This is an optimization exercise on Yosys and OpenROAD, whose aim is small area, not a production implementation. The RTL was checked by simulation tests, not by an equivalence proof against the original design. The flow treats the clock pin as an ideal source, which a real chip does not have. No activity file was given, so power comes from the tool's default toggle rates.

--- flow/design.v ---
module timelogger
 (
  rst,
  clk,
  sw,
  rw,
  rs,
  en,
  data,
  key1,key2,key3,key4,
  HEX0,HEX1,HEX2,HEX3,
  Led_out,
  Led_Out1,
  RST_CLK1,RST_CLK2,
  SW2,SW3,
  HEX4,HEX5,HEX6,HEX7
 );
 input clk,rst,sw;
 input key1,key2,key3,key4;
 output rs,en,rw;
 output [7:0] data;
 output [6:0] HEX0;
 output [6:0] HEX1;
 output [6:0] HEX2;
 output [6:0] HEX3;
 output Led_out,Led_Out1;
 input RST_CLK1,RST_CLK2;
 input SW2,SW3;
 output [6:0] HEX4;
 output [6:0] HEX5;
 output [6:0] HEX6;
 output [6:0] HEX7;
 reg [8:0] cnt;
 wire cnt_wrap = cnt[8] & cnt[7] & (&cnt[3:0]);               
 always @(posedge clk or negedge rst)
  if (!rst) cnt <= 9'd0;
  else cnt <= cnt_wrap ? 9'd0 : cnt + 9'd1;
 wire lcd_tick = ~cnt[1] & cnt[0];                             
 wire key_ph   = (cnt[2:0] == 3'd1);                           
 wire smp_ph   = (cnt[2:0] == 3'd7);                           
 wire dtick    = (cnt[8:3] == 6'd25) & (cnt[2:0] == 3'd0);
 reg [6:0] cnt2;
 always @(posedge clk or negedge rst)
  if (!rst) cnt2 <= 7'd0;
  else cnt2 <= (cnt2[6] & cnt2[4]) ? 7'd0 : cnt2 + 7'd1;
 wire scan_flag = cnt[0] ^ cnt2[0];
 wire scan_prev = ~cnt2[0] & (|cnt2[6:1]);
 reg k1_s, k2_s, k3_s, k1_e, k2_e, k3_e;
 always @(posedge clk or negedge rst)
  if (!rst) begin
   k1_s <= 1'b1; k2_s <= 1'b1; k3_s <= 1'b1;
   k1_e <= 1'b0; k2_e <= 1'b0; k3_e <= 1'b0;
  end else if (smp_ph) begin
   k1_s <= key1; k2_s <= key2; k3_s <= key3;
   k1_e <= k1_s & ~key1; k2_e <= k2_s & ~key2; k3_e <= k3_s & ~key3;
  end
 wire p1 = key_ph & k1_e;
 wire p2 = key_ph & k2_e;
 wire p3 = key_ph & k3_e;
 reg [3:0] flag;
 always @(posedge clk or negedge rst)
  if (!rst) flag <= 4'd0;
  else if (p1) flag <= flag[3] ? 4'd0 : flag + 4'd1;
 wire m0 = (flag == 4'd0);
 wire m2 = (flag == 4'd2);
 wire m3 = (flag == 4'd3);
 wire m4 = (flag == 4'd4);
 wire m5 = (flag == 4'd5);
 wire m6 = (flag == 4'd6);
 wire m7 = (flag == 4'd7);
 wire m8 = (flag == 4'd8);
 reg [5:0] c1hi;
 reg c1off;
 wire c1lo7 = c1off ? (cnt[2:0] == 3'd1) : (cnt[2:0] == 3'd7);
 wire c1hi49 = (c1hi[5] & c1hi[4] & c1hi[0]);                 
 always @(posedge clk or negedge rst)
  if (!rst) begin
   c1hi <= 6'd0; c1off <= 1'b0;
  end else if (!m0) begin
   c1hi <= 6'd0; c1off <= 1'b1;
  end else if (c1lo7)
   c1hi <= c1hi49 ? 6'd0 : c1hi + 6'd1;
 wire sec = m0 & c1lo7 & c1hi49;
 reg [2:0] st_; reg [3:0] su;    
 reg [2:0] ft; reg [3:0] fu;     
 reg [1:0] ht; reg [3:0] hu;     
 wire s59 = (st_ == 3'd5) & (su == 4'd9);
 wire f59 = (ft == 3'd5) & (fu == 4'd9);
 wire h23 = (ht == 2'd2) & (hu == 4'd3);
 wire s00 = (st_ == 3'd0) & (su == 4'd0);
 wire f00 = (ft == 3'd0) & (fu == 4'd0);
 wire h00 = (ht == 2'd0) & (hu == 4'd0);
 wire [6:0] s_inc = s59 ? 7'd0 : (su == 4'd9) ? {st_ + 3'd1, 4'd0} : {st_, su + 4'd1};
 wire [6:0] s_dec = s00 ? {3'd5, 4'd9} : (su == 4'd0) ? {st_ - 3'd1, 4'd9} : {st_, su - 4'd1};
 wire [6:0] f_inc = f59 ? 7'd0 : (fu == 4'd9) ? {ft + 3'd1, 4'd0} : {ft, fu + 4'd1};
 wire [6:0] f_dec = f00 ? {3'd5, 4'd9} : (fu == 4'd0) ? {ft - 3'd1, 4'd9} : {ft, fu - 4'd1};
 wire [5:0] h_inc = h23 ? 6'd0 : (hu == 4'd9) ? {ht + 2'd1, 4'd0} : {ht, hu + 4'd1};
 wire [5:0] h_dec = h00 ? {2'd2, 4'd3} : (hu == 4'd0) ? {ht - 2'd1, 4'd9} : {ht, hu - 4'd1};
 wire up = p2 & ~p3;
 wire s_up = sec | (m8 & up);
 wire s_dn = m8 & p3;
 wire f_up = (sec & s59) | (m7 & up);
 wire f_dn = m7 & p3;
 wire h_up = (sec & s59 & f59) | (m6 & up);
 wire h_dn = m6 & p3;
 wire day = sec & s59 & f59 & h23;
 always @(posedge clk or negedge rst)
  if (!rst) begin
   st_ <= 3'd0; su <= 4'd0; ft <= 3'd0; fu <= 4'd0; ht <= 2'd0; hu <= 4'd0;
  end else begin
   if (s_dn) {st_, su} <= s_dec; else if (s_up) {st_, su} <= s_inc;
   if (f_dn) {ft, fu} <= f_dec; else if (f_up) {ft, fu} <= f_inc;
   if (h_dn) {ht, hu} <= h_dec; else if (h_up) {ht, hu} <= h_inc;
  end
 reg [4:0] dt; reg [3:0] du;     
 reg [3:0] month;                
 reg [3:0] y3, y2, y1, y0;       
 reg [3:0] week;
 wire leap4   = ~y0[0] & ~(y0[1] ^ y1[0]);
 wire y00     = (y1 == 4'd0) & (y0 == 4'd0);
 wire leap400 = ~y2[0] & ~(y2[1] ^ y3[0]);
 wire leap    = y00 ? leap400 : leap4;
 wire mon30   = (month == 4'd4) | (month == 4'd6) | (month == 4'd9) | (month == 4'd11);
 wire mon2    = (month == 4'd2);
 wire [4:0] dft = 5'd2 | {4'd0, ~mon2};                       
 wire [3:0] dfu = mon2 ? (leap ? 4'd8 : 4'd7) : (mon30 ? 4'd0 : 4'd1);
 wire d_eq = (dt == dft) & (du == dfu);
 wire d00  = (dt == 5'd0) & (du == 4'd0);
 wire [8:0] d_inc = ((dt == 5'd25) & (du == 4'd5)) ? 9'd0 :
                    (du == 4'd9) ? {dt + 5'd1, 4'd0} : {dt, du + 4'd1};
 wire [8:0] d_dec = (du == 4'd0) ? {dt - 5'd1, 4'd9} : {dt, du - 4'd1};
 wire m12 = (month == 4'd12);
 wire mon_roll = day & d_eq;
 wire [3:0] mon_inc = month + 4'd1;
 wire [3:0] y0i = (y0 == 4'd9) ? 4'd0 : y0 + 4'd1;
 wire [3:0] y1i = (y1 == 4'd9) ? 4'd0 : y1 + 4'd1;
 wire [3:0] y2i = (y2 == 4'd9) ? 4'd0 : y2 + 4'd1;
 wire [3:0] y3i = (y3 == 4'd9) ? 4'd0 : y3 + 4'd1;
 wire c0 = (y0 == 4'd9), c1 = c0 & (y1 == 4'd9), c2 = c1 & (y2 == 4'd9);
 wire [3:0] y0d = (y0 == 4'd0) ? 4'd9 : y0 - 4'd1;
 wire [3:0] y1d = (y1 == 4'd0) ? 4'd9 : y1 - 4'd1;
 wire [3:0] y2d = (y2 == 4'd0) ? 4'd9 : y2 - 4'd1;
 wire [3:0] y3d = (y3 == 4'd0) ? 4'd9 : y3 - 4'd1;
 wire b0 = (y0 == 4'd0), b1 = b0 & (y1 == 4'd0), b2 = b1 & (y2 == 4'd0);
 wire y_up = (mon_roll & m12) | (m2 & up);
 wire y_dn = m2 & p3;
 always @(posedge clk or negedge rst)
  if (!rst) begin
   dt <= 5'd1; du <= 4'd1; month <= 4'd7;
   y3 <= 4'd2; y2 <= 4'd0; y1 <= 4'd2; y0 <= 4'd0;
   week <= 4'd5;
  end else begin
   if (day) {dt, du} <= d_eq ? 9'd1 : d_inc;
   else if (m4 & p3) {dt, du} <= d00 ? {dft, dfu} : d_dec;
   else if (m4 & p2) {dt, du} <= d_eq ? 9'd0 : d_inc;
   if (day) week <= (week == 4'd6) ? 4'd1 : week + 4'd1;
   else if (m5 & p3) week <= (week == 4'd0) ? 4'd7 : week - 4'd1;
   else if (m5 & p2) week <= (week == 4'd6) ? 4'd0 : week + 4'd1;
   if (mon_roll) month <= m12 ? 4'd1 : mon_inc;
   else if (m3 & p3) month <= (month == 4'd0) ? 4'd12 : month - 4'd1;
   else if (m3 & p2) month <= m12 ? 4'd0 : mon_inc;
   if (y_dn) begin
    y0 <= y0d;
    if (b0) y1 <= y1d;
    if (b1) y2 <= y2d;
    if (b2) y3 <= y3d;
   end else if (y_up) begin
    y0 <= y0i;
    if (c0) y1 <= y1i;
    if (c1) y2 <= y2i;
    if (c2) y3 <= y3i;
   end
  end
 reg wk_blank;
 wire wk_named = ~week[3] & ~(week[2] & week[1] & week[0]);
 always @(posedge clk)
  wk_blank <= (m5 & ~scan_flag) | (~wk_named & wk_blank);
 reg [5:0] lst;
 reg [7:0] data;
 wire lD = lst[4];
 wire lL = lst[5];
 wire [3:0] lp = lst[3:0];
 assign rs = lD ? (|lp) : lp[3];
 always @(posedge clk or negedge rst)
  if (!rst) lst <= 6'd0;
  else if (lcd_tick) begin
   if (lD)
    lst <= (&lp) ? {1'b1, 1'b0, 3'b100, lL} : lst + 6'd1;
   else if (lL)
    lst <= lp[0] ? 6'b001100 : 6'b110000;
   else if (lp[2])
    lst <= 6'b010000;
   else
    lst <= lst + 6'd1;
  end
 reg [4:0] dg;       
 reg       dgb;      
 always @* begin
  dg = 5'd0; dgb = 1'b0;
  case ({lL, lp})
   5'h00: begin dg = {1'b0, y3}; dgb = m2; end
   5'h01: begin dg = {1'b0, y2}; dgb = m2; end
   5'h02: begin dg = {1'b0, y1}; dgb = m2; end
   5'h03: begin dg = {1'b0, y0}; dgb = m2; end
   5'h05: begin dg = {4'd0, month[3] & (month[2] | month[1])}; dgb = m3; end
   5'h06: begin dg = (month[3] & (month[2] | month[1])) ? {3'd0, month[2], month[0]} : {1'b0, month}; dgb = m3; end
   5'h08: begin dg = dt; dgb = m4; end
   5'h09: begin dg = {1'b0, du}; dgb = m4; end
   5'h16: begin dg = {3'd0, ht}; dgb = m6; end
   5'h17: begin dg = {1'b0, hu}; dgb = m6; end
   5'h19: begin dg = {2'd0, ft}; dgb = m7; end
   5'h1a: begin dg = {1'b0, fu}; dgb = m7; end
   5'h1c: begin dg = {2'd0, st_}; dgb = m8; end
   5'h1d: begin dg = {1'b0, su}; dgb = m8; end
   default: ;
  endcase
 end
 wire [7:0] dchar = (dgb & ~scan_prev) ? 8'h14 : {1'b0, dg[4], ~dg[4], ~dg[4], dg[3:0]};
 wire [2:0] wn = wk_named ? week[2:0] : 3'd0;
 reg [7:0] n1, n2, n3;
 always @* begin
  case (wn)
   3'd0: begin n1 = "M"; n2 = "o"; n3 = "n"; end
   3'd1: begin n1 = "T"; n2 = "u"; n3 = "e"; end
   3'd2: begin n1 = "W"; n2 = "e"; n3 = "d"; end
   3'd3: begin n1 = "T"; n2 = "h"; n3 = "u"; end
   3'd4: begin n1 = "F"; n2 = "r"; n3 = "i"; end
   3'd5: begin n1 = "S"; n2 = "a"; n3 = "t"; end
   default: begin n1 = "S"; n2 = "u"; n3 = "n"; end
  endcase
 end
 reg [7:0] ch;
 always @* begin
  if (lD) begin
   case ({lL, lp})
    5'h04, 5'h07, 5'h18, 5'h1b: ch = "-";
    5'h0c: ch = wk_blank ? 8'h14 : n1;
    5'h0d: ch = wk_blank ? 8'h14 : n2;
    5'h0e: ch = wk_blank ? 8'h14 : n3;
    5'h0a, 5'h0b, 5'h0f, 5'h1e, 5'h1f: ch = " ";
    5'h10: ch = "C";
    5'h11: ch = "l";
    5'h12: ch = "o";
    5'h13: ch = "c";
    5'h14: ch = "k";
    5'h15: ch = ":";
    default: ch = dchar;
   endcase
  end else begin
   case ({lL, lp})
    5'h00: ch = 8'h38;
    5'h01: ch = 8'h0e;
    5'h02: ch = 8'h06;
    5'h03: ch = 8'h01;
    5'h10, 5'h11, 5'h18: ch = 8'hC0;
    default: ch = 8'h80;
   endcase
  end
 end
 always @(posedge clk or negedge rst)
  if (!rst) data <= 8'h00;
  else if (lcd_tick & ~(lL & ~lD & lp[0])) data <= ch;
 assign en = cnt[1];
 assign rw = 1'b0;
 reg Led_out;
 always @(posedge clk or negedge rst)
  if (!rst) Led_out <= 1'b0;
  else Led_out <= f00 & (st_ == 3'd0) & (su[3:2] == 2'd0) & ~(su[1] & su[0]);
 reg kd1, kd2;       
 reg swd;            
 reg st1;            
 reg [3:0] wsl, wml; reg [2:0] wsh, wmh;
 always @(posedge clk or negedge rst)
  if (!rst) begin kd1 <= 1'b1; kd2 <= 1'b1; end
  else begin kd1 <= key4; kd2 <= kd1; end
 always @(posedge clk) swd <= sw;
 wire w_s9 = (wsl == 4'd9), w_s59 = w_s9 & (wsh == 3'd5);
 wire w_m9 = (wml == 4'd9);
 always @(posedge clk or negedge rst)
  if (!rst) begin
   st1 <= 1'b0; wsl <= 4'd0; wsh <= 3'd0; wml <= 4'd0; wmh <= 3'd0;
  end else if (!swd) begin
   st1 <= 1'b0; wsl <= 4'd0; wsh <= 3'd0; wml <= 4'd0; wmh <= 3'd0;
  end else begin
   if (kd2 & ~kd1) st1 <= ~st1;
   if (dtick & ~st1) begin
    wsl <= w_s9 ? 4'd0 : wsl + 4'd1;
    if (w_s9) wsh <= (wsh == 3'd5) ? 3'd0 : wsh + 3'd1;
    if (w_s59) wml <= w_m9 ? 4'd0 : wml + 4'd1;
    if (w_s59 & w_m9) wmh <= (wmh == 3'd5) ? 3'd0 : wmh + 3'd1;
   end
  end
 reg r1d, r2d, s2d, s3d;
 always @(posedge clk) begin r1d <= RST_CLK1; r2d <= RST_CLK2; s2d <= SW2; s3d <= SW3; end
 reg [3:0] aml, ahl; reg [2:0] amh; reg [1:0] ahh;
 wire a_m9 = (aml == 4'd9);
 wire a_h9 = (ahl == 4'd9);
 wire a_h23 = (ahl == 4'd3) & (ahh == 2'd2);
 wire [3:0] aml_n = !r1d ? 4'd0 : (dtick & ~s2d) ? (a_m9 ? 4'd0 : aml + 4'd1) : aml;
 wire [2:0] amh_n = !r1d ? 3'd0 : (dtick & ~s2d & a_m9) ? ((amh == 3'd5) ? 3'd0 : amh + 3'd1) : amh;
 wire [3:0] ahl_n = !r2d ? 4'd0 : (dtick & ~s3d) ? ((a_h9 | a_h23) ? 4'd0 : ahl + 4'd1) : ahl;
 wire [1:0] ahh_n = !r2d ? 2'd0 : (dtick & ~s3d) ? (a_h9 ? ahh + 2'd1 : a_h23 ? 2'd0 : ahh) : ahh;
 always @(posedge clk or negedge rst)
  if (!rst) begin
   aml <= 4'd0; amh <= 3'd0; ahl <= 4'd0; ahh <= 2'd0;
  end else begin
   aml <= aml_n; amh <= amh_n; ahl <= ahl_n; ahh <= ahh_n;
  end
 reg Led_Out1;
 always @(posedge clk or negedge rst)
  if (!rst) Led_Out1 <= 1'b0;
  else Led_Out1 <= (aml_n == fu) & (amh_n == ft) & (ahl_n == hu) & (ahh_n == ht);
 function [6:0] seg;
  input [3:0] v;
  case (v)
   4'd0: seg = 7'b1000000;
   4'd1: seg = 7'b1111001;
   4'd2: seg = 7'b0100100;
   4'd3: seg = 7'b0110000;
   4'd4: seg = 7'b0011001;
   4'd5: seg = 7'b0010010;
   4'd6: seg = 7'b0000010;
   4'd7: seg = 7'b1111000;
   4'd8: seg = 7'b0000000;
   4'd9: seg = 7'b0010000;
   default: seg = 7'bxxxxxxx;
  endcase
 endfunction
 assign HEX0 = seg(wsl);
 assign HEX1 = seg({1'b0, wsh});
 assign HEX2 = seg(wml);
 assign HEX3 = seg({1'b0, wmh});
 assign HEX4 = seg(aml);
 assign HEX5 = seg({1'b0, amh});
 assign HEX6 = seg(ahl);
 assign HEX7 = seg({2'b0, ahh});
endmodule
--- flow/run.sh ---
#!/bin/bash
# synth_recipe.tcl (not shown) runs the flow's synth.tcl, then flattens the netlist and writes it again
# the make line also repeats each setting of config.mk as NAME=value (left out here)
make -C /OpenROAD-flow-scripts/flow DESIGN_CONFIG=/design/flow/config.mk WORK_HOME=/design/flow/orfs CLKGATE_MAP_FILE= SYNTH_SCRIPT=/design/flow/synth_recipe.tcl finish
--- flow/config.mk ---
export PLATFORM = sky130hd
export DESIGN_NAME = timelogger
export DESIGN_NICKNAME = timelogger
export VERILOG_FILES = /design/flow/design.v
export SDC_FILE = /design/flow/constraint.sdc
export NUM_CORES = 4
export LEC_CHECK = 0
export ABC_AREA = 1
export CAP_MARGIN = 20
export CORE_MARGIN = 2
export CORE_UTILIZATION = 40
export SLEW_MARGIN = 20
--- flow/constraint.sdc ---
create_clock -name core_clock -period 12.0 [get_ports {clk}]
set_input_delay 2.4000 -clock core_clock [delete_from_list [all_inputs] [get_ports {clk}]]
set_output_delay 2.4000 -clock core_clock [all_outputs]
set_load 0.01 [all_outputs]
==> impl_metrics.ini, run 1 <==
[pwr]
p_total_mw = 1.31
ir_worst_vdd_mv = 0.0770
pwr_density_cell_nw_per_um2 = 104
leakage_nw = 6.21

[die]
core_sq_um = 27000
die_area_sq_um = 28800
rows = 60
fp.dieH_um = 170
die_x_um = 170
ios = 80
initial_utilization_pct = 40.7

[timing]
slew_violations = 0
hold_viol_final = 0
fin_setup_tns_ns = 0
fmax_mhz = 217
period_share_pct = 38.4
layout_min_cycle_time_ns = 4.61
holdWs_ns = 0.366
worst_pin_slew_ns = 0.881
setup_viol = 0
slew_headroom_pct = 41.3
rsz0062_at_grt = false
fin_skew_ns = 0.0109
setup_slack_ns = 7.39

[yosys]
netlist_area_sq_um = 11000
synth_seq_area_share_pct = 31.4
ys_types = 53
synthArstFlopShare_pct = 95.7
synth_top_cells_by_count = nand2_1 (350), inv_1 (244), nor2_1 (174)
synth_edf_count = 0
ys.flop_type = dfrtp_1
yosys.area.top_type = dfrtp_1
netlist_instances = 1613
synth_area_leaders = dfrtp_1 (27%), nand2_1 (12%), ha_1 (9.2%), inv_1 (8.3%), o21ai_0 (6.8%)
yosysMostFrequentCell = nand2_1
ys_ff_latch = 138
ys.warnings.count = 1
synth_top_area_share_pct = 26.9
avgSynthCellArea_sq_um = 6.80

[placement]
place_congestion = 0.924
port_buffers = 77
place_ws_ns = 7.86
place_hpwl_um = 21400

[routing]
viasPerCell = 5.16
totalWireLength_um = 27900
drt_iter0_drc = 759
drc = 0
routedWlPerCell_um = 13.7
firstDrtPassIters = 5
ant_nets = 0
vias = 10500

[cells_and_area]
areaGrowthSynthToFinish_pct = 15.4
drive_above_1_share_pct = 6.02
nets = 1773
diodes = 0

[global_route]
grt-ovfl-total = 0
grt.total_usage_pct = 20.1
antenna_found_initial = 0
grt_first_pass_wirelength_um = 47700
grt_pass1_vias = 9949
grt_max_degree = 69

[cts]
postCtsHoldBufs = 0
clock_sinks = 138
cts_tree = yes
numCtsBuffers = 17
cts_resized = 0
clockBufferDepth = 2
clk_pin_slew_worst_paths_ns = 0.06
cts_setup_buffers = 0
root_buffer = clkbuf_16
htreeDepth = 4
clkLatencyLatePin_ns = 0.44

[worst_setup_path]
start_kind = flip-flop
critPathSlowestCell = clkdlybuf4s50_1
path_cells = inv_1 -> ha_1 -> nand2_1 -> inv_1 -> a21oi_1 -> clkdlybuf4s50_1
cp_max_fo = 8
cp_slowest_stage_delay_ns = 0.57
arrival_ns = 2.21
end_kind = output pin
required_ns = 9.60
crit_top_cell = inv_1
path_class = flip-flop to output pin

[job]
cap_violations = 0

[worst_hold_path]
hold_class = flip-flop to flip-flop

[run_status]
status = finished clean
-- stage by stage --
step	cell area, sq um	util, %	instances
floorplan	11000	-	1614
global placement	12000	44.7	2003
detailed placement	12000	44.7	2003
CTS	12700	47.0	2035
global route	12700	47.0	2035
finish	12700	47.0	2035
-- routing by layer --
layer | up-vias | routed length, um | track usage, %
li1 | 5442 | - | -
met1 | 4804 | 13800 | 27.6
met2 | 228 | 12700 | 32.9
met3 | 30 | 1060 | 3.13
met4 | 0 | 385 | 5.43
met5 | - | 0 | 0
-- state kept, by name, indices dropped and copies added, names as in the netlist, 5 cells and up --
register	cells
cnt2	7
data	8
cnt	9
lst	6
dt	5
c1hi	6
-- cell families (layout without fill, tap and decap cells) --
kind of cell,Yosys count,count (layout),synth area share (%)
flip-flops,138,138,31.4
AO/OA/AOI/OAI,319,319,16.4
XOR/XNOR,29,29,2.31
buffers and inverters,287,367,10.2
other,1,2,0.0342
adder cells (fa/ha/maj),81,81,9.24
AND/OR/NAND/NOR,758,758,30.5
-- final cells by class --
class | count | area, sq um
timing repair buffer | 79 | 787
multi-input combinational | 1189 | 6420
sequential | 138 | 3440
inverter | 256 | 962
tap | 341 | 427
clock buffer | 17 | 425
fill | 2676 | 14300
clock inverter | 15 | 199
-- final timing paths --
path | start | end | slack [ns] | cells after the start
setup / recovery | lst[0] | rs | 7.39 | 6
hold / removal | kd1 | kd2 | 0.37 | 0
setup reg to reg | cnt[1] | y1[2] | 9.10 | 10
hold reg to reg | kd1 | kd2 | 0.37 | 0
max in group asynchronous | rst | y0[0] | 8.71 | 2
min in group asynchronous | rst | aml[3] | 1.96 | 1
-- critical path: cells and delay by family (launching register included) --
kind                     cells  cell delay, ns
AND/OR/NAND/NOR              1            0.19
buffers and inverters        3            0.75
AO/OA/AOI/OAI                1            0.12
adder cells (fa/ha/maj)      1            0.31
flip-flops                   1            0.43
-- where the power goes --
part	leakage, nW	total (mW)	switching, mW	internal, mW
Combinational	4.15	0.229	0.129	0.0999
Sequential	1.75	0.511	0.0252	0.486
Clock	0.303	0.570	0.222	0.348
Total	6.21	1.31	0.377	0.935
-- layout by cell type, fill, tap and decap left out, drive strengths merged, types with 3 or more instances in the layout --
master,instances
a211oi,3
a21oi,75
a31oi,15
buf,3
bufinv,4
clkbuf,17
clkdlybuf4s50,76
clkinv,9
dfrtp,118
dfstp,14
dfxtp,6
ha,81
inv,256
nand2,356
nand3,127
nand4,27
nor2,190
nor3,37
nor3b,3
nor4,9
o211ai,13
o21ai,157
o221ai,6
o22ai,25
o31ai,10
or2,7
xnor2,5
xor2,24
==> run 2, diff against run 1 <==
--- a/flow/design.v
+++ b/flow/design.v
@@ -47,10 +47,10 @@
  wire scan_prev = ~cnt2[0] & (|cnt2[6:1]);
- reg k1_s, k2_s, k3_s, k1_e, k2_e, k3_e;
+ reg k1_sn, k2_sn, k3_sn, k1_e, k2_e, k3_e;
  always @(posedge clk or negedge rst)
   if (!rst) begin
-   k1_s <= 1'b1; k2_s <= 1'b1; k3_s <= 1'b1;
+   k1_sn <= 1'b0; k2_sn <= 1'b0; k3_sn <= 1'b0;
    k1_e <= 1'b0; k2_e <= 1'b0; k3_e <= 1'b0;
   end else if (smp_ph) begin
-   k1_s <= key1; k2_s <= key2; k3_s <= key3;
-   k1_e <= k1_s & ~key1; k2_e <= k2_s & ~key2; k3_e <= k3_s & ~key3;
+   k1_sn <= ~key1; k2_sn <= ~key2; k3_sn <= ~key3;
+   k1_e <= ~k1_sn & ~key1; k2_e <= ~k2_sn & ~key2; k3_e <= ~k3_sn & ~key3;
   end
@@ -114,6 +114,12 @@
   end
- reg [4:0] dt; reg [3:0] du;     
- reg [3:0] month;                
- reg [3:0] y3, y2, y1, y0;       
- reg [3:0] week;
+ reg [4:0] dt_q; reg [3:0] du_q;     
+ reg [3:0] month_q;                  
+ reg [3:0] y3_q, y2, y1_q, y0;       
+ reg [3:0] week_q;
+ wire [4:0] dt = dt_q ^ 5'd1;
+ wire [3:0] du = du_q ^ 4'd1;
+ wire [3:0] month = month_q ^ 4'd7;
+ wire [3:0] y3 = y3_q ^ 4'd2;
+ wire [3:0] y1 = y1_q ^ 4'd2;
+ wire [3:0] week = week_q ^ 4'd5;
  wire leap4   = ~y0[0] & ~(y0[1] ^ y1[0]);
@@ -146,28 +152,36 @@
  wire y_dn = m2 & p3;
+ reg [4:0] dt_n; reg [3:0] du_n, month_n, y3_n, y2_n, y1_n, y0_n, week_n;
+ always @* begin
+  {dt_n, du_n} = {dt, du}; week_n = week; month_n = month;
+  {y3_n, y2_n, y1_n, y0_n} = {y3, y2, y1, y0};
+  if (day) {dt_n, du_n} = d_eq ? 9'd1 : d_inc;
+  else if (m4 & p3) {dt_n, du_n} = d00 ? {dft, dfu} : d_dec;
+  else if (m4 & p2) {dt_n, du_n} = d_eq ? 9'd0 : d_inc;
+  if (day) week_n = (week == 4'd6) ? 4'd1 : week + 4'd1;
+  else if (m5 & p3) week_n = (week == 4'd0) ? 4'd7 : week - 4'd1;
+  else if (m5 & p2) week_n = (week == 4'd6) ? 4'd0 : week + 4'd1;
+  if (mon_roll) month_n = m12 ? 4'd1 : mon_inc;
+  else if (m3 & p3) month_n = (month == 4'd0) ? 4'd12 : month - 4'd1;
+  else if (m3 & p2) month_n = m12 ? 4'd0 : mon_inc;
+  if (y_dn) begin
+   y0_n = y0d;
+   if (b0) y1_n = y1d;
+   if (b1) y2_n = y2d;
+   if (b2) y3_n = y3d;
+  end else if (y_up) begin
+   y0_n = y0i;
+   if (c0) y1_n = y1i;
+   if (c1) y2_n = y2i;
+   if (c2) y3_n = y3i;
+  end
+ end
  always @(posedge clk or negedge rst)
   if (!rst) begin
-   dt <= 5'd1; du <= 4'd1; month <= 4'd7;
-   y3 <= 4'd2; y2 <= 4'd0; y1 <= 4'd2; y0 <= 4'd0;
-   week <= 4'd5;
+   dt_q <= 5'd0; du_q <= 4'd0; month_q <= 4'd0;
+   y3_q <= 4'd0; y2 <= 4'd0; y1_q <= 4'd0; y0 <= 4'd0;
+   week_q <= 4'd0;
   end else begin
-   if (day) {dt, du} <= d_eq ? 9'd1 : d_inc;
-   else if (m4 & p3) {dt, du} <= d00 ? {dft, dfu} : d_dec;
-   else if (m4 & p2) {dt, du} <= d_eq ? 9'd0 : d_inc;
-   if (day) week <= (week == 4'd6) ? 4'd1 : week + 4'd1;
-   else if (m5 & p3) week <= (week == 4'd0) ? 4'd7 : week - 4'd1;
-   else if (m5 & p2) week <= (week == 4'd6) ? 4'd0 : week + 4'd1;
-   if (mon_roll) month <= m12 ? 4'd1 : mon_inc;
-   else if (m3 & p3) month <= (month == 4'd0) ? 4'd12 : month - 4'd1;
-   else if (m3 & p2) month <= m12 ? 4'd0 : mon_inc;
-   if (y_dn) begin
-    y0 <= y0d;
-    if (b0) y1 <= y1d;
-    if (b1) y2 <= y2d;
-    if (b2) y3 <= y3d;
-   end else if (y_up) begin
-    y0 <= y0i;
-    if (c0) y1 <= y1i;
-    if (c1) y2 <= y2i;
-    if (c2) y3 <= y3i;
-   end
+   dt_q <= dt_n ^ 5'd1; du_q <= du_n ^ 4'd1; month_q <= month_n ^ 4'd7;
+   y3_q <= y3_n ^ 4'd2; y2 <= y2_n; y1_q <= y1_n ^ 4'd2; y0 <= y0_n;
+   week_q <= week_n ^ 4'd5;
   end
@@ -178,3 +192,3 @@
  reg [5:0] lst;
- reg [7:0] data;
+ reg [6:0] data_q;    
  wire lD = lst[4];
@@ -260,4 +274,5 @@
  always @(posedge clk or negedge rst)
-  if (!rst) data <= 8'h00;
-  else if (lcd_tick & ~(lL & ~lD & lp[0])) data <= ch;
+  if (!rst) data_q <= 7'h00;
+  else if (lcd_tick & ~(lL & ~lD & lp[0])) data_q <= ch[6:0];
+ assign data = {lD & (lp == 4'd0), data_q};
  assign en = cnt[1];
@@ -268,3 +283,3 @@
   else Led_out <= f00 & (st_ == 3'd0) & (su[3:2] == 2'd0) & ~(su[1] & su[0]);
- reg kd1, kd2;       
+ reg kd1n, kd2n;     
  reg swd;            
@@ -273,4 +288,4 @@
  always @(posedge clk or negedge rst)
-  if (!rst) begin kd1 <= 1'b1; kd2 <= 1'b1; end
-  else begin kd1 <= key4; kd2 <= kd1; end
+  if (!rst) begin kd1n <= 1'b0; kd2n <= 1'b0; end
+  else begin kd1n <= ~key4; kd2n <= kd1n; end
  always @(posedge clk) swd <= sw;
@@ -284,3 +299,3 @@
   end else begin
-   if (kd2 & ~kd1) st1 <= ~st1;
+   if (~kd2n & kd1n) st1 <= ~st1;
    if (dtick & ~st1) begin
@@ -325,3 +340,16 @@
    4'd9: seg = 7'b0010000;
-   default: seg = 7'bxxxxxxx;
+   4'd10, 4'd12, 4'd14: seg = 7'b0000000;    
+   default: seg = 7'b0010000;                
+  endcase
+ endfunction
+ function [6:0] seg6;
+  input [2:0] v;
+  case (v)
+   3'd0: seg6 = 7'b1000000;
+   3'd1: seg6 = 7'b1111001;
+   3'd2: seg6 = 7'b0100100;
+   3'd3: seg6 = 7'b0110000;
+   3'd4: seg6 = 7'b0011001;
+   3'd5: seg6 = 7'b0010010;
+   default: seg6 = 7'b1000000;
   endcase
@@ -329,7 +357,7 @@
  assign HEX0 = seg(wsl);
- assign HEX1 = seg({1'b0, wsh});
+ assign HEX1 = seg6(wsh);
  assign HEX2 = seg(wml);
- assign HEX3 = seg({1'b0, wmh});
+ assign HEX3 = seg6(wmh);
  assign HEX4 = seg(aml);
- assign HEX5 = seg({1'b0, amh});
+ assign HEX5 = seg6(amh);
  assign HEX6 = seg(ahl);
==> flow/flow/run.sh (new file) <==
#!/bin/bash
# Own layout flow: the standard synthesis, then the combinational logic
# between the (unchanged) registers is re-mapped by ABC for area, then the
# standard ORFS layout from floorplan to finish.
set -euo pipefail
W=$(pwd)
FLOWDIR=$W/flow
RES=$W/orfs/results/${FLOW_PLATFORM}/timelogger/base
LIB=$FLOW_HOME/platforms/${FLOW_PLATFORM}/lib/sky130_fd_sc_hd__tt_025C_1v80.lib

# 1. standard synthesis
bash standard.sh synth > $W/log_1_standard_synth.log 2>&1

# 2. re-map the logic between the registers for area
cp $RES/1_2_yosys.v $W/std_synth.v
DU=$(sed -n '/DONT_USE_CELLS/,/^$/p' $FLOW_HOME/platforms/${FLOW_PLATFORM}/config.mk \
     | grep -o 'sky130_fd_sc_hd__[a-z0-9_]*' | sed 's/^/-dont_use /' | tr '\n' ' ')
cat > $W/reopt.ys <<EOY
read_liberty -ignore_miss_func $LIB
read_verilog $W/std_synth.v
hierarchy -top $FLOW_TOP
setattr -mod -set keep_hierarchy 1 sky130_fd_sc_hd__df*
flatten
hierarchy -top $FLOW_TOP
opt_clean -purge
tee -o $W/reopt_before.stat stat -liberty $LIB
abc -liberty $LIB $DU -script $FLOWDIR/area.abc
opt_clean -purge
hilomap -singleton -hicell sky130_fd_sc_hd__conb_1 HI -locell sky130_fd_sc_hd__conb_1 LO
splitnets
opt_clean -purge
read_liberty -overwrite -lib $LIB
hierarchy -top $FLOW_TOP
tee -o $W/reopt_after.stat stat -liberty $LIB
check -assert
write_verilog -noattr -noexpr -nohex -nodec $W/reopt.v
EOY
yosys -s $W/reopt.ys > $W/log_2_reopt_yosys.log 2>&1
cp $W/reopt.v $RES/1_2_yosys.v
rm -f $RES/1_synth.odb $RES/1_synth.sdc

# 3. standard layout from the new netlist, with the ports buffered by the
#    smallest buffer and a clock tree of small buffers without dummy loads
bash standard.sh \
  "BUFFER_PORTS_ARGS=-buffer_cell sky130_fd_sc_hd__buf_1" \
  "CTS_ARGS=-sink_clustering_enable -repair_clock_nets -dont_use_dummy_load -buf_list sky130_fd_sc_hd__clkbuf_4" \
  finish > $W/log_3_standard_layout.log 2>&1
test -f $W/out/final.def
==> flow/flow/area.abc (new file) <==
strash; &get -n; &deepsyn -J 100 -T 600; &put; balance -l; resub -K 6 -l; rewrite -l; resub -K 6 -N 2 -l; refactor -l; resub -K 8 -l; balance -l; resub -K 8 -N 2 -l; rewrite -l; resub -K 10 -l; rewrite -z -l; resub -K 10 -N 2 -l; balance -l; resub -K 12 -l; refactor -z -l; resub -K 12 -N 2 -l; rewrite -z -l; balance -l; dch -f; amap; strash; dch -f; amap; topo
==> flow/standard.sh (new file) <==
#!/bin/bash
# synth_recipe.tcl (not shown) runs the flow's synth.tcl, then flattens the netlist and writes it again
# the make line also repeats each setting of config.mk as NAME=value (left out here)
make -C /OpenROAD-flow-scripts/flow DESIGN_CONFIG=/design/flow/config.mk WORK_HOME=/design/flow/orfs CLKGATE_MAP_FILE= SYNTH_SCRIPT=/design/flow/synth_recipe.tcl "${@:-finish}"
--- a/flow/config.mk
+++ b/flow/config.mk
@@ -10,3 +10,4 @@
 export CORE_MARGIN = 2
-export CORE_UTILIZATION = 40
+export CORE_UTILIZATION = 65
+export PLACE_DENSITY = 0.8
 export SLEW_MARGIN = 20
removed: flow/run.sh
==> run 2 against run 1 <==
  * Critical path type is now flip-flop to flip-flop
  * Still clean on timing, DRC and antenna
  * Largest power group is now sequential cells
  * Routed wire length down 25%
  * Clock power down 64%
  * Count of clock-buffer cells in the layout unchanged
==> impl_metrics.ini, run 2 <==
[run_status]
status = finished clean

[placement]
placed_area_sq_um = 8650
place_congestion = 0.993
place_ws_ns = 6.47
place_hpwl_um = 16100
dp.cells = 1360
port_buffers = 77

[cts]
cts_tree = yes
clk_pin_slew_worst_paths_ns = 0.11
htreeDepth = 4
postCtsHoldBufs = 0
cts_resized = 0
root_buffer = clkbuf_4
clkLatencyLatePin_ns = 0.55
clockBufferDepth = 2
numCtsBuffers = 17
clock_sinks = 137
cts_setup_buffers = 0

[timing]
fin_setup_tns_ns = 0
slew_violations = 0
setup_slack_ns = 6.23
layout_min_cycle_time_ns = 5.77
fin_skew_ns = 0.0390
rsz0062_at_grt = false
worst_pin_slew_ns = 0.899
slew_headroom_pct = 40.0
hold_viol_final = 0
period_share_pct = 48.1
fmax_mhz = 173
setup_viol = 0
holdWs_ns = 0.347

[worst_setup_path]
cp_max_fo = 6
required_ns = 12.41
start_kind = flip-flop
path_class = flip-flop to flip-flop
end_kind = flip-flop
arrival_ns = 6.18

[cells_and_area]
final_cells = 1377
largest_reg_flops = 9
areaGrowthSynthToFinish_pct = 7.94
drive_above_1_share_pct = 1.65
diodes = 0
final_util_pct = 72.5
layout.cells.most_common = nor2_1
fin_area_sq_um = 8780
nets = 1222
reg.largest.list = cnt x9, cnt2 x7, data_q x7
final_cell_mix = nor2_1 (233), clkinv_1 (178), dfrtp_1 (131)
top_register = cnt

[die]
core_sq_um = 12100
initial_utilization_pct = 67.1
die_area_sq_um = 13400
die_x_um = 116
rows = 40
ios = 80
fp.dieH_um = 116

[routing]
drc = 0
drt_iter0_drc = 885
firstDrtPassIters = 5
viasPerCell = 6.06
ant_nets = 0
vias = 8347
routedWlPerCell_um = 15.2
totalWireLength_um = 21000

[pwr]
pwr_density_cell_nw_per_um2 = 85.7
leakage_nw = 3.46
ir_worst_vdd_mv = 0.113
p_total_mw = 0.752

[global_route]
antenna_found_initial = 0
grt_pass1_vias = 7524
use_met3_pct = 8.53
use_met1_pct = 43.7
grt_first_pass_wirelength_um = 34800
grt-ovfl-total = 0
grt.total_usage_pct = 32.6
grt_most_used_layer = met2
grt_max_degree = 67
use_met2_pct = 51.9

[worst_hold_path]
hold_class = flip-flop to flip-flop

[yosys]
netlist_area_sq_um = 8130
avgSynthCellArea_sq_um = 7.31
ys.warnings.count = 1
netlist_instances = 1113

[job]
cap_violations = 0
==> run 2: changes by cell type in the layout (fill, tap and decap cells not counted), sizes merged, moves of 81 or more <==
cell / previous run / this run
inv: 256 / 0
nand2: 356 / 109
clkinv: 9 / 178
nand3: 127 / 26
o21ai: 157 / 71
ha: 81 / 0
==> run 2: cell type report <==
type	instances	area, sq um
fillers	1028	3330
repair buffers	79	308
well taps	168	210
inverters	178	668
flip-flops and latches	137	3400
multi-input cells	798	4070
clock buffers	17	128
==> run 2: path summary, 6_finish.rpt <==
check / start / endpoint / slack, ns / depth (start not counted)
worst min register to register: kd1n / kd2n / 0.35 / 0
worst max register to register: cnt[0] / y3_q[2] / 6.23 / 26
min in group asynchronous: rst / cnt[8] / 1.98 / 1
worst min-delay path: kd1n / kd2n / 0.35 / 0
max in group asynchronous: rst / amh[0] / 8.65 / 2
worst max-delay path: cnt[0] / y3_q[2] / 6.23 / 26
==> run 2: metal layers <==
| metal | vias to the layer above | routed length (um) |
|---|---|---|
| li1 | 4106 | - |
| met1 | 3810 | 9080 |
| met2 | 370 | 9430 |
| met3 | 61 | 1830 |
| met4 | 0 | 648 |
| met5 | - | 0 |
==> run 2: critical path: stages (launching register included) <==
cell and delay (ns):
dfrtp_1 0.39, clkinv_1 0.12, nor2_1 0.25, clkinv_1 0.23, or2_0 0.32, nand2_1 0.10
o21ai_0 0.10, nor2_1 0.22, nand2_1 0.13, or4_1 0.43, nand3b_1 0.19, or2_0 0.29
nor2b_1 0.36, a32oi_1 0.25, or3_1 0.41, nor4_1 0.41, clkinv_1 0.19, nor2_1 0.17
nand4_1 0.20, nor2_1 0.13, nor2_1 0.06, nor2_1 0.13, a21oi_1 0.06, a31oi_1 0.20
a21oi_1 0.12, nor2_1 0.11, a21oi_1 0.05
==> run 2: report_power, final <==
group	internal, mW	switching [mW]
registers	0.472	0.0106
logic	0.0191	0.0448
clock network	0.0646	0.141
==> run 3, diff against run 2 <==
--- a/flow/flow/run.sh
+++ b/flow/flow/run.sh
@@ -45,3 +45,3 @@
   "BUFFER_PORTS_ARGS=-buffer_cell sky130_fd_sc_hd__buf_1" \
-  "CTS_ARGS=-sink_clustering_enable -repair_clock_nets -dont_use_dummy_load -buf_list sky130_fd_sc_hd__clkbuf_4" \
+  "CTS_ARGS=-sink_clustering_enable -repair_clock_nets -dont_use_dummy_load -buf_list sky130_fd_sc_hd__clkbuf_4 -sink_clustering_size 10" \
   finish > $W/log_3_standard_layout.log 2>&1
==> run 3 against run 2 <==
  * Sequential power about the same
  * Non-clock buffer count unchanged
  * First-iteration DRC count unchanged
  * Still clean
  * Clock power about the same
==> impl_metrics.ini, run 3 <==
[run_status]
status = finished clean

[timing]
fin_skew_ns = 0.0390
layout_min_cycle_time_ns = 5.77
hold_viol_final = 0
period_share_pct = 48.1
setup_viol = 0
slew_violations = 0
setup_slack_ns = 6.23
fin_setup_tns_ns = 0
rsz0062_at_grt = false
slew_headroom_pct = 40.0
worst_pin_slew_ns = 0.899
fmax_mhz = 173

[global_route]
grt.total_usage_pct = 32.6
antenna_found_initial = 0
grt_max_degree = 67
grt_pass1_vias = 7524
grt-ovfl-total = 0
grt_first_pass_wirelength_um = 34800

[die]
initial_utilization_pct = 67.1
ios = 80
die_area_sq_um = 13400
core_sq_um = 12100
rows = 40
fp.dieH_um = 116
die_x_um = 116

[routing]
ant_nets = 0
drt_iter0_drc = 885
drc = 0
routedWlPerCell_um = 15.2
firstDrtPassIters = 5
totalWireLength_um = 21000
viasPerCell = 6.06
vias = 8347

[cells_and_area]
areaGrowthSynthToFinish_pct = 7.94
drive_above_1_share_pct = 1.65
regArea_sq_um = 3400
final_cell_mix = nor2_1 (233), clkinv_1 (178), dfrtp_1 (131)
diodes = 0
multi_input_area_sq_um = 4070
final_util_pct = 72.5
largest_reg_flops = 9
nets = 1222
top_register = cnt
reg.largest.list = cnt x9, cnt2 x7, data_q x7
fin_area_sq_um = 8780
layout.cells.most_common = nor2_1
fillers = 1028
final_cells = 1377

[placement]
placed_area_sq_um = 8650
place_congestion = 0.993
place_hpwl_um = 16100
dp.cells = 1360
place_ws_ns = 6.47
port_buffers = 77

[yosys]
avgSynthCellArea_sq_um = 7.31
netlist_area_sq_um = 8130
netlist_instances = 1113
ys.warnings.count = 1

[worst_hold_path]
min_from = kd1n
worstHoldEndpoint = kd2n
hold_class = flip-flop to flip-flop
holdPathStages = 0

[worst_setup_path]
reg2reg_depth = 26
path_class = flip-flop to flip-flop
cp_slowest_stage_delay_ns = 0.43
crit_top_cell = nor2_1
reg2reg_slack_ns = 6.23
critPathSlowestCell = or4_1
end_kind = flip-flop
reg2reg_from = cnt[0]
path_buf_inv = 3
worst_r2r_endpoint = y3_q[2]
required_ns = 12.41
arrival_ns = 6.18
start_kind = flip-flop
cp_max_fo = 6
crit_cells = 26
path_delay_family = simple AND/OR/NAND/NOR gates

[pwr]
cell_internal_pwr_mw = 0.556
ir_worst_vdd_mv = 0.113
power.share.clock_pct = 27.3
p_sw_mw = 0.196
swShare_pct = 26.1
p_comb_share_pct = 8.5
sequentialPowerShare_pct = 64.2
leakage_nw = 3.46
pwr_density_cell_nw_per_um2 = 85.7

[cts]
htreeDepth = 4
postCtsHoldBufs = 0
cts_tree = yes
root_buffer = clkbuf_4
cts_resized = 0
cts_setup_buffers = 0
clk_pin_slew_worst_paths_ns = 0.11
numCtsBuffers = 17
clkLatencyLatePin_ns = 0.55
clockBufferDepth = 2
clock_sinks = 137

[job]
cap_violations = 0
==> run 3: final cells by class <==
| class | instances | area share, % |
|---|---|---|
| Sequential cell | 137 | 38.7 |
| Multi-Input combinational cell | 798 | 46.3 |
| Clock buffer | 17 | 1.45 |
| Inverter | 178 | 7.61 |
| Timing Repair Buffer | 79 | 3.51 |
| Tap cell | 168 | 2.39 |
==> run 3: worst reg2reg max path: cells and delay by family, from the launching register on <==
| family | cells | cell delay (ns) |
|---|---|---|
| compound gates | 6 | 0.78 |
| simple gates | 17 | 3.93 |
| buf+inv | 3 | 0.54 |
| flops | 1 | 0.39 |
==> run 3: how the worst max path moves through the flow <==
stage	startpoint	to
global route	y2[1]	y3_q[2]
CTS	cnt[0]	y3_q[2]
global placement	cnt[0]	y3_q[2]
detailed placement	cnt[0]	y3_q[2]
finish	cnt[0]	y3_q[2]
floorplan	cnt[0]	y3_q[2]
==> run 3: power groups by stage <==
stage | registers (mW) | logic (mW) | clock network (mW)
global route | 0.485 | 0.0728 | 0.233
detailed placement | 0.492 | 0.0634 | 0
global placement | 0.492 | 0.0624 | 0
CTS | 0.483 | 0.0634 | 0.211
floorplan | 0.491 | 0.0378 | 0
finish | 0.483 | 0.0639 | 0.205
==> run 3: metrics by stage <==
step	total power [mW]	hold WS, ns
3_3_place_gp	0.554	0.358
5_1_grt	0.791	0.372
2_1_floorplan	0.529	0.347
4_1_cts	0.757	0.351
6_report	0.752	0.347
3_5_place_dp	0.555	0.354
==> run 3: per-layer routing <==
metal | wire, um | vias to the layer above | GRT usage, %
met4 | 648 | 0 | 11.3
met3 | 1830 | 61 | 8.53
met5 | 0 | - | 0
li1 | - | 4106 | -
met1 | 9080 | 3810 | 43.7
met2 | 9430 | 370 | 51.9
==> run 4, diff against run 3 <==
--- a/flow/flow/run.sh
+++ b/flow/flow/run.sh
@@ -45,3 +45,3 @@
   "BUFFER_PORTS_ARGS=-buffer_cell sky130_fd_sc_hd__buf_1" \
-  "CTS_ARGS=-sink_clustering_enable -repair_clock_nets -dont_use_dummy_load -buf_list sky130_fd_sc_hd__clkbuf_4 -sink_clustering_size 10" \
+  "CTS_ARGS=-sink_clustering_enable -repair_clock_nets -dont_use_dummy_load -buf_list sky130_fd_sc_hd__clkbuf_4 -root_buf sky130_fd_sc_hd__clkbuf_8" \
   finish > $W/log_3_standard_layout.log 2>&1
==> run 4 against run 3 <==
  * Still clean
  * Sequential power hardly changed
  * Final area is essentially flat
  * Routed wire length shrank 0.37%
  * Clock power is 2% higher
  * Cell count unchanged
  * Via count up 0.47%
  * First-iteration DRC count increased by 1.4%
  * Register-to-register slack gained 0.02 ns
  * Critical path type unchanged
  * Critical endpoint unchanged
  * Largest cell class unchanged
==> impl_metrics.ini, run 4 <==
[timing]
fmax_mhz = 174
fin_skew_ns = 0.0377
period_share_pct = 47.9
setup_viol = 0
rsz0062_at_grt = false
slew_violations = 0
slew_headroom_pct = 40.4
fin_setup_tns_ns = 0
hold_viol_final = 0
layout_min_cycle_time_ns = 5.75
worst_pin_slew_ns = 0.894

[cells_and_area]
layout.cells.most_common = nor2_1
top_register = cnt
reg.largest.list = cnt x9, cnt2 x7, data_q x7
fillers = 1029
areaGrowthSynthToFinish_pct = 8.02
diodes = 0
nets = 1222
drive_above_1_share_pct = 1.65
final_cell_mix = nor2_1 (233), clkinv_1 (178), dfrtp_1 (131)
final_util_pct = 72.5
largest_reg_flops = 9

[yosys]
netlist_instances = 1113
netlist_area_sq_um = 8130
ys.warnings.count = 1
avgSynthCellArea_sq_um = 7.31

[routing]
drt_iter0_drc = 897
ant_nets = 0
routedWlPerCell_um = 15.2
vias = 8386
drc = 0
totalWireLength_um = 20900
firstDrtPassIters = 5
viasPerCell = 6.09

[global_route]
use_met1_pct = 43.7
grt_most_used_layer = met2
antenna_found_initial = 0
grt_pass1_vias = 7522
grt.total_usage_pct = 32.6
use_met3_pct = 8.53
grt_first_pass_wirelength_um = 34800
grt-ovfl-total = 0
grt_max_degree = 67
use_met2_pct = 51.9

[worst_setup_path]
path_class = flip-flop to flip-flop
critPathSlowestCell = or4_1
path_delay_family = simple AND/OR/NAND/NOR gates
end_kind = flip-flop
cp_slowest_stage_delay_ns = 0.43
arrival_ns = 6.04
crit_top_cell = nor2_1
cp_max_fo = 6
start_kind = flip-flop
required_ns = 12.29
path_buf_inv = 3

[cts]
clock_sinks = 137
root_buffer = clkbuf_8
numCtsBuffers = 17
postCtsHoldBufs = 0
cts_resized = 0
cts_tree = yes
clockBufferDepth = 2
htreeDepth = 4
cts_setup_buffers = 0
clk_pin_slew_worst_paths_ns = 0.11
clkLatencyLatePin_ns = 0.43

[die]
initial_utilization_pct = 67.1
die_area_sq_um = 13400
die_x_um = 116
core_sq_um = 12100
rows = 40
ios = 80
fp.dieH_um = 116

[job]
cap_violations = 0

[worst_hold_path]
hold_class = flip-flop to flip-flop

[pwr]
pwr_density_cell_nw_per_um2 = 86.0
ir_worst_vdd_mv = 0.113
leakage_nw = 3.46

[placement]
port_buffers = 77
place_hpwl_um = 16100
place_congestion = 0.993

[run_status]
status = finished clean
-- run 4: cell types whose count changed in the layout (fill, tap and decap cells not counted) --
cell	change
clkbuf_8	+1
clkbuf_4	-1
-- run 4: area by class of cell --
class	instances	area (sq um)	share of cell area [%]
clock buffers	17	134	1.52
repair buffers	79	308	3.50
multi-input cells	798	4070	46.3
flip-flops and latches	137	3400	38.7
well taps	168	210	2.39
inverters	178	668	7.61
-- run 4: power by group --
part / internal (mW) / switching [mW]
sequential: 0.472 / 0.0105
combinational: 0.0191 / 0.0449
clock: 0.0695 / 0.139
total: 0.561 / 0.195
-- run 4: metal layers --
metal,part of all wire [%],up-vias
li1,-,4111
met1,43,3843
met2,45,377
met3,8.2,55
met4,3.1,0
met5,0,-
-- run 4: stage by stage --
step	hold WS, ns	instance area (sq um)	power (mW)	setup WS (ns)	cells
4_1_cts	0.350	8780	0.762	6.39	1377
3_5_place_dp	0.354	8650	0.555	6.47	1360
5_1_grt	0.371	8780	0.796	5.70	1377
6_report	0.347	8780	0.756	6.25	1377
3_3_place_gp	0.358	8650	0.554	6.68	1360
2_1_floorplan	0.347	8140	0.529	7.33	1114
-- run 4: final timing paths --
kind                       startpoint      end  slack [ns]  cells past startpoint
max                            cnt[0]  y3_q[2]        6.25                     26
min                              kd1n     kd2n        0.35                      0
max reg2reg                    cnt[0]  y3_q[2]        6.25                     26
min reg2reg                      kd1n     kd2n        0.35                      0
max in group asynchronous         rst   amh[0]        8.53                      2
min in group asynchronous         rst   cnt[8]        2.10                      1
==> run 5, diff against run 4 <==
--- a/flow/flow/run.sh
+++ b/flow/flow/run.sh
@@ -41,8 +41,4 @@
 
-# 3. standard layout from the new netlist, with the ports buffered by the
-#    smallest buffer and a clock tree of small buffers without dummy loads
-bash standard.sh \
-  "BUFFER_PORTS_ARGS=-buffer_cell sky130_fd_sc_hd__buf_1" \
-  "CTS_ARGS=-sink_clustering_enable -repair_clock_nets -dont_use_dummy_load -buf_list sky130_fd_sc_hd__clkbuf_4 -root_buf sky130_fd_sc_hd__clkbuf_8" \
-  finish > $W/log_3_standard_layout.log 2>&1
+# 3. standard layout from the new netlist
+bash standard.sh > $W/log_3_standard_layout.log 2>&1
 test -f $W/out/final.def
==> flow/flow/area.abc (replaced) <==
strash; &get -n; &deepsyn -T 60; &put; balance -l; resub -K 6 -l; rewrite -l; resub -K 6 -N 2 -l; refactor -l; resub -K 8 -l; balance -l; resub -K 8 -N 2 -l; rewrite -l; resub -K 10 -l; rewrite -z -l; resub -K 10 -N 2 -l; balance -l; resub -K 12 -l; refactor -z -l; resub -K 12 -N 2 -l; rewrite -z -l; balance -l; dch -f; map -a; topo
--- a/flow/config.mk
+++ b/flow/config.mk
@@ -10,4 +10,3 @@
 export CORE_MARGIN = 2
-export CORE_UTILIZATION = 65
-export PLACE_DENSITY = 0.8
+export CORE_UTILIZATION = 40
 export SLEW_MARGIN = 20
==> run 5 against run 4 <==
  * Power increased by 47%
  * Sequential share of layout area is 4.9 points lower
  * Setup slack gained 0.23 ns
  * Die area up 64%
  * Still clean
  * Largest cell class unchanged
==> impl_metrics.ini, run 5 <==
[timing]
slew_violations = 0
rsz0062_at_grt = false
setup_slack_ns = 6.48
setup_viol = 0
fin_skew_ns = 0.0157
fmax_mhz = 181
hold_viol_final = 0
fin_setup_tns_ns = 0
worst_pin_slew_ns = 0.733
holdWs_ns = 0.392
slew_headroom_pct = 51.1
period_share_pct = 46.0
layout_min_cycle_time_ns = 5.52

[routing]
drc = 0
routedWlPerCell_um = 15.0
firstDrtPassIters = 6
totalWireLength_um = 23500
ant_nets = 0
viasPerCell = 5.40
vias = 8468
drt_iter0_drc = 631

[cts]
numCtsBuffers = 17
cts_setup_buffers = 0
clockBufferDepth = 2
cts_tree = yes
postCtsHoldBufs = 0
clkLatencyLatePin_ns = 0.44
htreeDepth = 4
clock_sinks = 137
clk_pin_slew_worst_paths_ns = 0.06
root_buffer = clkbuf_16
cts_resized = 0

[die]
core_sq_um = 20300
ios = 80
rows = 52
die_x_um = 148
initial_utilization_pct = 41.0
fp.dieH_um = 148
die_area_sq_um = 22000

[placement]
place_hpwl_um = 18100
dp.cells = 1535
place_congestion = 0.959
place_ws_ns = 6.58
port_buffers = 77

[cells_and_area]
final_cell_mix = clkinv_1 (230), nor2_1 (226), nand2_1 (143)
reg.largest.list = cnt x9, cnt2 x7, data_q x7
final_cells = 1567
layout.cells.most_common = clkinv_1
largest_reg_flops = 9
top_register = cnt
areaGrowthSynthToFinish_pct = 21.0
drive_above_1_share_pct = 3.55
fillers = 2066
nets = 1295
diodes = 0

[global_route]
grt_max_degree = 77
antenna_found_initial = 0
grt_pass1_vias = 7923
grt_first_pass_wirelength_um = 39000
grt-ovfl-total = 0
grt.total_usage_pct = 21.9

[pwr]
p_comb_share_pct = 5.9
sequentialPowerShare_pct = 43.5
cell_internal_pwr_mw = 0.845
power.share.clock_pct = 50.6
p_sw_mw = 0.267
ir_worst_vdd_mv = 0.0995
leakage_nw = 4.12
swShare_pct = 24.0
pwr_density_cell_nw_per_um2 = 110

[worst_setup_path]
cp_max_fo = 7
path_class = flip-flop to flip-flop
arrival_ns = 5.82
end_kind = flip-flop
required_ns = 12.30
start_kind = flip-flop

[worst_hold_path]
hold_class = flip-flop to flip-flop

[run_status]
status = finished clean

[job]
cap_violations = 0

[yosys]
netlist_instances = 1187
ys.warnings.count = 1
netlist_area_sq_um = 8320
avgSynthCellArea_sq_um = 7.01
[run 5: layout make-up]
| cell class | count | area, sq um | area share (%) |
|---|---|---|---|
| Tap cell | 270 | 338 | 3.36 |
| Inverter | 230 | 863 | 8.57 |
| Clock inverter | 14 | 198 | 1.96 |
| Sequential cell | 137 | 3400 | 33.8 |
| Multi-Input combinational cell | 820 | 4060 | 40.4 |
| Timing Repair Buffer | 78 | 779 | 7.74 |
| Clock buffer | 18 | 429 | 4.26 |
[run 5: layer usage]
layer  wire (um)  global-route usage [%]  up-vias
li1            -                       -     4232
met1       11000                    29.5     3936
met2       10900                    36.2      262
met3        1200                    4.14       38
met4         386                    5.81        0
met5           0                       0        -
[run 5: worst paths after layout]
| path | startpoint | to | slack [ns] | depth (start not counted) |
|---|---|---|---|---|
| min in group asynchronous | rst | c1hi[2] | 1.99 | 1 |
| worst max register to register | cnt[0] | y3_q[2] | 6.48 | 25 |
| worst min register to register | kd1n | kd2n | 0.39 | 0 |
| worst max-delay path | cnt[0] | y3_q[2] | 6.48 | 25 |
| worst min-delay path | kd1n | kd2n | 0.39 | 0 |
| max in group asynchronous | rst | Led_Out1 | 8.80 | 2 |
[run 5: per-stage QoR]
stage / power (mW) / util, % / cell area, sq um
6_report: 1.11 / 49.6 / 10100
5_1_grt: 1.16 / 49.6 / 10100
4_1_cts: 1.12 / 49.6 / 10100
3_5_place_dp: 0.558 / 46.5 / 9440
3_3_place_gp: 0.557 / 46.5 / 9440
2_1_floorplan: 0.525 / - / 8330
[run 5: critical path, stage by stage, from the launching register on]
cell and delay, ns:
dfrtp_1 0.37, clkinv_1 0.13, nor2_1 0.21, clkinv_1 0.24, nor2_1 0.29, nand2_1 0.07
o21ai_0 0.15, nand2_1 0.18, nor2_1 0.16, nand4_1 0.12, or4_2 0.60, nor3_1 0.46
a31oi_1 0.19, clkinv_1 0.11, nand4_1 0.11, nor2_1 0.22, clkinv_1 0.11, nor4_1 0.20
clkinv_1 0.12, nor2_1 0.21, clkinv_1 0.12, nor3_1 0.32, o21ai_0 0.18, a32oi_1 0.23
a21oi_1 0.13, xor2_1 0.16
[run 5: power by group through the flow]
| stage | combinational [mW] | clock, mW | sequential (mW) |
|---|---|---|---|
| 2_1_floorplan | 0.0346 | 0 | 0.491 |
| 3_3_place_gp | 0.0649 | 0 | 0.493 |
| 3_5_place_dp | 0.0655 | 0 | 0.492 |
| 4_1_cts | 0.0658 | 0.573 | 0.484 |
| 5_1_grt | 0.0738 | 0.596 | 0.485 |
| 6_report | 0.0650 | 0.563 | 0.484 |
==> run 6, diff against run 5 <==
--- a/flow/flow/run.sh
+++ b/flow/flow/run.sh
@@ -2,4 +2,6 @@
 # Own layout flow: the standard synthesis, then the combinational logic
-# between the (unchanged) registers is re-mapped by ABC for area, then the
-# standard ORFS layout from floorplan to finish.
+# between the (unchanged) registers is re-mapped by ABC for area (several
+# seeds of ABC's &deepsyn, the smallest result kept), then the standard ORFS
+# layout from floorplan to finish, with the ports buffered by the smallest
+# buffer and a clock tree of small buffers.
 set -euo pipefail
@@ -17,3 +19,7 @@
      | grep -o 'sky130_fd_sc_hd__[a-z0-9_]*' | sed 's/^/-dont_use /' | tr '\n' ' ')
-cat > $W/reopt.ys <<EOY
+C2="balance -l; resub -K 6 -l; rewrite -l; resub -K 6 -N 2 -l; refactor -l; resub -K 8 -l; balance -l; resub -K 8 -N 2 -l; rewrite -l; resub -K 10 -l; rewrite -z -l; resub -K 10 -N 2 -l; balance -l; resub -K 12 -l; refactor -z -l; resub -K 12 -N 2 -l; rewrite -z -l; balance -l"
+reopt() {
+  local S=$1
+  echo "strash; &get -n; &deepsyn -J 100 -T 900 -S $S; &put; $C2; dch -f; amap; strash; dch -f; amap; topo" > $W/area_$S.abc
+  cat > $W/reopt_$S.ys <<EOY
 read_liberty -ignore_miss_func $LIB
@@ -25,4 +31,3 @@
 opt_clean -purge
-tee -o $W/reopt_before.stat stat -liberty $LIB
-abc -liberty $LIB $DU -script $FLOWDIR/area.abc
+abc -liberty $LIB $DU -script $W/area_$S.abc
 opt_clean -purge
@@ -33,7 +38,25 @@
 hierarchy -top $FLOW_TOP
-tee -o $W/reopt_after.stat stat -liberty $LIB
+tee -o $W/reopt_$S.stat stat -liberty $LIB
 check -assert
-write_verilog -noattr -noexpr -nohex -nodec $W/reopt.v
+write_verilog -noattr -noexpr -nohex -nodec $W/reopt_$S.v
 EOY
-yosys -s $W/reopt.ys > $W/log_2_reopt_yosys.log 2>&1
+  yosys -s $W/reopt_$S.ys > $W/log_2_reopt_yosys_$S.log 2>&1 || true
+}
+SEEDS="0 7 13 21 34 55 77 99"
+n=0
+for S in $SEEDS; do
+  reopt $S &
+  n=$((n+1))
+  if (( n % ${NUM_CORES:-4} == 0 )); then wait; fi
+done
+wait
+best=""; besta=""
+for S in $SEEDS; do
+  [[ -s $W/reopt_$S.v && -s $W/reopt_$S.stat ]] || continue
+  a=$(grep -m1 "Chip area for module" $W/reopt_$S.stat | grep -o '[0-9.]*$')
+  echo "seed $S area $a" >> $W/log_2_reopt_choice.log
+  if [[ -z "$besta" ]] || awk "BEGIN{exit !($a < $besta)}"; then best=$S; besta=$a; fi
+done
+echo "chosen seed $best area $besta" >> $W/log_2_reopt_choice.log
+cp $W/reopt_$best.v $W/reopt.v
 cp $W/reopt.v $RES/1_2_yosys.v
@@ -42,3 +65,7 @@
 # 3. standard layout from the new netlist
-bash standard.sh > $W/log_3_standard_layout.log 2>&1
+bash standard.sh \
+  "BUFFER_PORTS_ARGS=-buffer_cell sky130_fd_sc_hd__buf_1" \
+  "CTS_ARGS=-sink_clustering_enable -repair_clock_nets -dont_use_dummy_load -buf_list sky130_fd_sc_hd__clkbuf_4" \
+  "POST_CTS_TCL=$FLOWDIR/post_cts.tcl" \
+  finish > $W/log_3_standard_layout.log 2>&1
 test -f $W/out/final.def
==> flow/flow/post_cts.tcl (new file) <==
estimate_parasitics -placement
set upsized 0
foreach inst [get_cells -filter "ref_name == sky130_fd_sc_hd__clkbuf_4"] {
  if {![string match "clkbuf_*" [get_full_name $inst]]} { continue }
  set out [get_pins -of_objects $inst -filter "direction == output"]
  set net [get_nets -of_objects $out]
  set worst 0
  foreach p [get_pins -of_objects $net -filter "direction == input"] {
    set s [get_property $p slew_max_rise]
    if {$s > $worst} { set worst $s }
  }
  if {$worst > 0.100} {
    puts "post_cts: [get_full_name $inst] sink slew $worst -> clkbuf_8"
    replace_cell $inst sky130_fd_sc_hd__clkbuf_8
    incr upsized
  }
}
puts "post_cts: upsized $upsized clock buffers"
if {$upsized > 0} {
  detailed_placement
  check_placement -verbose
  estimate_parasitics -placement
}
--- a/flow/config.mk
+++ b/flow/config.mk
@@ -10,3 +10,4 @@
 export CORE_MARGIN = 2
-export CORE_UTILIZATION = 40
+export CORE_UTILIZATION = 65
+export PLACE_DENSITY = 0.8
 export SLEW_MARGIN = 20
removed: flow/flow/area.abc
==> run 6 against run 5 <==
  * Worst hold slack worse by 0.020 ns
  * Sequential cell count stayed put
  * Via count is 2.4% lower
  * Combinational power is 42% higher
  * Core utilization is 23 points higher
  * Clock skew is 0.013 ns higher
  * Die area is 40% lower
==> impl_metrics.ini, run 6 <==
[run_status]
status = finished clean

[timing]
fin_skew_ns = 0.0291
holdWs_ns = 0.372
hold_viol_final = 0
fmax_mhz = 168
setup_viol = 0
fin_setup_tns_ns = 0
setup_slack_ns = 6.04
rsz0062_at_grt = false
worst_pin_slew_ns = 0.946
period_share_pct = 49.7
slew_violations = 0
layout_min_cycle_time_ns = 5.96
slew_headroom_pct = 37.0

[cells_and_area]
nets = 1186
fin_area_sq_um = 8710
largest_reg_flops = 9
reg.largest.list = cnt x9, cnt2 x7, data_q x7
drive_above_1_share_pct = 1.62
final_cell_mix = nor2_1 (223), clkinv_1 (168), dfrtp_1 (131)
diodes = 0
areaGrowthSynthToFinish_pct = 8.41
final_cells = 1341
layout.cells.most_common = nor2_1
final_util_pct = 72.2
fillers = 1000
top_register = cnt

[cts]
clk_pin_slew_worst_paths_ns = 0.09
clock_sinks = 137
clkLatencyLatePin_ns = 0.45
cts_tree = yes

[placement]
dp.cells = 1324
place_hpwl_um = 15800
placed_area_sq_um = 8550
place_congestion = 0.993
port_buffers = 77
place_ws_ns = 6.11

[worst_setup_path]
reg2reg_depth = 24
arrival_ns = 6.29
start_kind = flip-flop
end_kind = flip-flop
cp_max_fo = 7
path_class = flip-flop to flip-flop
required_ns = 12.32
reg2reg_from = cnt[0]
startpoint = cnt[0]

[routing]
viasPerCell = 6.16
ant_nets = 0
drc = 0
firstDrtPassIters = 5
totalWireLength_um = 20700
drt_iter0_drc = 787
routedWlPerCell_um = 15.4
vias = 8266

[die]
fp.dieH_um = 115
die_area_sq_um = 13300
ios = 80
initial_utilization_pct = 66.6
rows = 40
die_x_um = 115
core_sq_um = 12100

[pwr]
ir_worst_vdd_mv = 0.0905
p_total_mw = 0.822
pwr_density_cell_nw_per_um2 = 94.3
leakage_nw = 3.42

[global_route]
grt_pass1_vias = 7298
grt_first_pass_wirelength_um = 34100
grt_max_degree = 77
grt.total_usage_pct = 32.6
antenna_found_initial = 0
grt-ovfl-total = 0

[worst_hold_path]
min_from = kd1n
holdPathStages = 0
hold_class = flip-flop to flip-flop

[yosys]
ys.warnings.count = 1
netlist_area_sq_um = 8040
avgSynthCellArea_sq_um = 7.46
netlist_instances = 1078

[job]
cap_violations = 0
-- run 6: path summary, 6_finish.rpt --
path	slack, ns	end
min in group asynchronous	2.02	wsh[0]
max	6.04	y3_q[2]
max in group asynchronous	8.52	async pin
min	0.37	kd2n
max reg2reg	6.04	y3_q[2]
min reg2reg	0.37	kd2n
-- run 6: final cells by class --
class | count | area (sq um) | share of cell area, %
flip-flops and latches | 137 | 3400 | 39.0
repair buffers | 78 | 300 | 3.45
multi-input cells | 773 | 4010 | 46.0
well taps | 168 | 210 | 2.41
clock buffers | 17 | 165 | 1.90
inverters | 168 | 631 | 7.24
-- run 6: power breakdown --
part           internal, mW  switching (mW)  total [mW]
clock                0.0866           0.146       0.232
sequential            0.478          0.0193       0.497
combinational        0.0283          0.0642      0.0926
total                 0.593           0.229       0.822
-- run 6: routing by layer --
layer / routed length, um / up-vias / part of all wire (%) / global-route usage (%)
li1: - / 4042 / - / -
met1: 8960 / 3804 / 43 / 43.0
met2: 9630 / 361 / 47 / 53.0
met3: 1420 / 59 / 6.9 / 6.59
met4: 689 / 0 / 3.3 / 13.7
met5: 0 / - / 0 / 0
-- run 6: critical path, stage by stage (launching register included) --
cell,delay [ns]
dfrtp_1,0.36
clkinv_1,0.13
nor2_1,0.16
clkinv_1,0.20
or2_0,0.32
a21oi_1,0.21
nand4_1,0.16
nand4b_1,0.22
or4_1,0.49
nor4_1,0.45
nand2_1,0.21
o32ai_1,0.30
nand4_1,0.19
nor4_1,0.56
clkinv_1,0.20
nor3_1,0.35
nand2_1,0.14
nor4_1,0.30
clkinv_1,0.20
nor2_1,0.17
a221oi_1,0.07
nor2_1,0.17
a21oi_1,0.12
nand2_1,0.08
o21ai_0,0.08

## separate check: timing with driven ports
The results above use ideal ports. As a check the final layouts listed here were re-extracted and re-timed, cells and wires unchanged.
Step 1 (the two cells are an assumption about what drives the block):
set clk [get_ports {clk}]
set_driving_cell -lib_cell sky130_fd_sc_hd__clkbuf_16 $clk
set_driving_cell -lib_cell sky130_fd_sc_hd__buf_2 [delete_from_list [all_inputs] $clk]
Step 2 also shifts input and output timing later by t, the mid clock arrival at the registers, as if the neighbouring blocks saw the same clock.
Three values: ideal ports, drivers, drivers and shift; two values: the first two.
| run | t, ns | setup WS [ns] | worst slew at a driven data input, ns |
|---|---|---|---|
| run 1 | 0.480 | 7.388 / 7.338 / 7.818 | 0.04 |
| run 2 | 0.566 | 6.232 / 6.232 / 6.232 | 0.03 |
| run 3 | 0.566 | 6.232 / 6.232 / 6.232 | 0.03 |
| run 4 | 0.448 | 6.250 / 6.250 / 6.250 | 0.03 |
| run 5 | 0.475 | 6.479 / 6.479 / 6.479 | 0.04 |
| run 6 | 0.474 | 6.037 / 6.037 / 6.037 | 0.04 |
After both steps every run listed still meets setup and hold.
